From an optimization exercise on the open Yosys and OpenROAD flow, aimed at small area and a short achievable clock period; shortcuts taken in it are not production practice.
The RTL was checked by simulation tests, not by an equivalence proof against the original design.
Power is estimated from default activity; no workload was simulated. The clock port is modelled as an ideal driver; clocking choices that lean on that would not hold on a real chip.

Design ml_demodulator, start of the top module:
module ml_demodulator(
    i_clk,
    i_reset,
    i_trig,
    i_y_hat,
    i_r,
    i_rd_rdy,
    o_rd_vld,
    o_llr,
    o_hard_bit
);
Size: ~5400 cells after synthesis, roughly 1100 flip-flops, about 490 I/O pins, about 65000 um2 of cells after synthesis.
clock: 11.0 ns
lec_check: 0
abc_clock_period_in_ps: 3000
cap_margin: 20
core_margin: 2
core_utilization: 40
setup_slack_margin: 5
slew_margin: 20
standard.sh (not shown) runs the stock make flow with config.mk's settings and CLKGATE_MAP_FILE= SYNTH_SCRIPT=/design/flow/synth_recipe.tcl, a recipe that flattens the netlist after the stock synthesis.
==> flow/flow/run.sh <==
#!/bin/bash
set -euo pipefail
cd "$(dirname "$0")/.."
bash standard.sh synth > flow_synth.log 2>&1
bash standard.sh SETUP_SLACK_MARGIN=7.5 finish > flow_layout.log 2>&1
Rerun with:
==> flow/run.sh (new file) <==
#!/bin/bash
# synth_recipe.tcl (not shown) runs the flow's synth.tcl, then flattens the netlist and writes it again
# the make line also repeats each setting of config.mk as NAME=value (left out here)
make -C /OpenROAD-flow-scripts/flow DESIGN_CONFIG=/design/flow/config.mk WORK_HOME=/design/flow/orfs CLKGATE_MAP_FILE= SYNTH_SCRIPT=/design/flow/synth_recipe.tcl finish
removed: flow/flow/run.sh
removed: flow/standard.sh
What happened:
- cell area went down by 12%
- worst setup slack gets worse by 1.4 ns
- total power went down by 16%
- fmax went down by 26%
- area after synthesis stays the same
Rerun with:
Settings changed: ABC_CLOCK_PERIOD_IN_PS 3000 to 1500.
Effect: The new run finished with timing, DRC and antenna clean. Die area is unchanged. Register-to-register slack is about the same. Clock-buffer cell count is unchanged. Wire length stays the same. Cell area is unchanged. Combinational power stays flat.

========
Another version of the RTL of ml_demodulator (not shown whole).
Size: roughly 5500 cells after synthesis, ~1000 flip-flops, ~490 I/O pins, about 63000 µm² of cells after synthesis.
==> flow/design.v (excerpt) <==
module ml_demodulator(
    i_clk,
    i_reset,
    i_trig,
    i_y_hat,
    i_r,
    i_rd_rdy,
    o_rd_vld,
    o_llr,
    o_hard_bit
);
    input i_clk;
    input i_reset;
    input i_trig;
    input [159:0] i_y_hat;
    input [319:0] i_r;
    input i_rd_rdy;
    output o_rd_vld;
    output [7:0] o_llr;
    output o_hard_bit;
    reg [10:0] y4i, y4r, y3i, y3r, y2i, y2r, y1i, y1r;
    reg [10:0] ch [0:15];
    reg       busy;
    reg [5:0] cyc;
    always @(posedge i_clk or posedge i_reset) begin
        if (i_reset) begin
            busy <= 1'b0;
            cyc  <= 6'd0;
        end else if (i_trig) begin
            busy <= 1'b1;
            cyc  <= 6'd0;
        end else if (busy) begin
            cyc  <= cyc + 6'd1;
            if (cyc == 6'd57) busy <= 1'b0;
        end
    end
    reg [21-1:0] cw_next, cw;
    always @(*) begin
        cw_next = 21'h1800;
        if (busy) begin
            case (cyc)
            6'd0: cw_next = 21'h12000;
            6'd1: cw_next = 21'hbc00;
            6'd2: cw_next = 21'h18200;
            6'd3: cw_next = 21'h680;
            6'd4: cw_next = 21'h81b00;
  ...
==> flow/config.mk <==
export PLATFORM = sky130hd
export DESIGN_NAME = ml_demodulator
export DESIGN_NICKNAME = ml_demodulator
export VERILOG_FILES = /design/flow/design.v
export SDC_FILE = /design/flow/constraint.sdc
export NUM_CORES = 8
export LEC_CHECK = 0
export CAP_MARGIN = 20
export CORE_MARGIN = 2
export CORE_UTILIZATION = 60
export PLACE_DENSITY = 0.7
export SETUP_SLACK_MARGIN = 5
export SLEW_MARGIN = 20
==> flow/constraint.sdc <==
create_clock -name core_clock -period 11.0 [get_ports {i_clk}]
set_input_delay 2.2000 -clock core_clock [delete_from_list [all_inputs] [get_ports {i_clk}]]
set_output_delay 2.2000 -clock core_clock [all_outputs]
set_load 0.01 [all_outputs]
==> flow/flow/run.sh <==
#!/bin/bash
set -euo pipefail
cd "$(dirname "$0")/.."
bash standard.sh synth > flow_synth.log 2>&1
bash standard.sh SETUP_SLACK_MARGIN=7.0 \
  'CTS_ARGS=-sink_clustering_enable -repair_clock_nets -dont_use_dummy_load -sink_clustering_size 30 -sink_clustering_max_diameter 150' \
  finish > flow_layout.log 2>&1
Next try:
==> flow/flow/run.sh (replaced) <==
#!/bin/bash
set -euo pipefail
cd "$(dirname "$0")/.."
bash standard.sh synth > flow_synth.log 2>&1
bash standard.sh SETUP_SLACK_MARGIN=7.0 \
  'CTS_ARGS=-sink_clustering_enable -repair_clock_nets -dont_use_dummy_load' \
  finish > flow_layout.log 2>&1
--- a/flow/config.mk
+++ b/flow/config.mk
@@ -13,0 +14 @@
+export TNS_END_PERCENT = 50
The new run went through all stages and came out clean.
Final cell count is higher by 1.0%.
Power climbs by 6.6%.
Cell area grows by 2.6%.
Routed wire length went up by 2.2%.
Critical path depth went down by 11.
Setup slack gets better by 0.064 ns.
Via count grows by 2.0%.
Register-to-register slack gets better by 0.06 ns.
Core utilization grows by 1.8 points.
Non-clock buffer count is higher by 7.
Maximum frequency grows by 1.6%.
Next try:
==> flow/flow/run.sh (replaced) <==
#!/bin/bash
set -euo pipefail
cd "$(dirname "$0")/.."
bash standard.sh synth > flow_synth.log 2>&1
bash standard.sh SETUP_SLACK_MARGIN=7.1 \
  'CTS_ARGS=-sink_clustering_enable -repair_clock_nets -dont_use_dummy_load -sink_clustering_size 20 -sink_clustering_max_diameter 120' \
  finish > flow_layout.log 2>&1
--- a/flow/config.mk
+++ b/flow/config.mk
@@ -14 +13,0 @@
-export TNS_END_PERCENT = 50
What happened: Via count went up by about 1%. Design area barely changes. Cell count went up by 0.58%. Setup slack gets worse by 0.17 ns. Utilization hardly moves. Non-clock buffer count went up by 88. Area after synthesis does not change. Die area does not change. Global-route usage stays flat. Wire length went up by 1.6%. Total power went down by about 1.8%.

## what the ideal ports hide
Ports are ideal in the flow. The routed layouts listed here were re-timed in OpenROAD.
Step 1, drivers: a clkbuf_16 drives i_clk and a buf_2 each remaining input, both assumed.
Step 2 adds t to the input delays and takes it off the output delays; t is the mean of the earliest and latest rising clock arrival at the registers after step 1. Input paths then give back, and output paths get back, about the clock's delay inside the block.
Three values: ideal, step 1, step 2; two values: the first two.
run	shift t [ns]	setup slack, ns	hold WS [ns]	worst slew at a driven data input, ns	pins driven straight from the clock port
the first run of note 1	0.812	7.083 / 7.083 / 6.785	0.354 / 0.354 / 0.354	0.10	1
the second run of note 1	0.826	5.675 / 5.675 / 5.675	0.352 / 0.352 / 0.352	0.10	1
the third run of note 1	0.826	5.675 / 5.675 / 5.675	0.352 / 0.352 / 0.352	0.10	1
the first run of note 2	0.722	6.950 / 6.950 / 6.559	0.376 / 0.376 / 0.376	0.10	1
the second run of note 2	0.752	7.014 / 7.014 / 6.424	0.355 / 0.355 / 0.355	0.11	1
the third run of note 2	0.760	6.848 / 6.848 / 6.536	0.300 / 0.300 / 0.300	0.11	1
After both steps setup and hold are still met in every run listed. The setup slack of the second run of note 2, which loses most, moves by 0.000 ns with the drivers and by -0.590 ns with both steps.
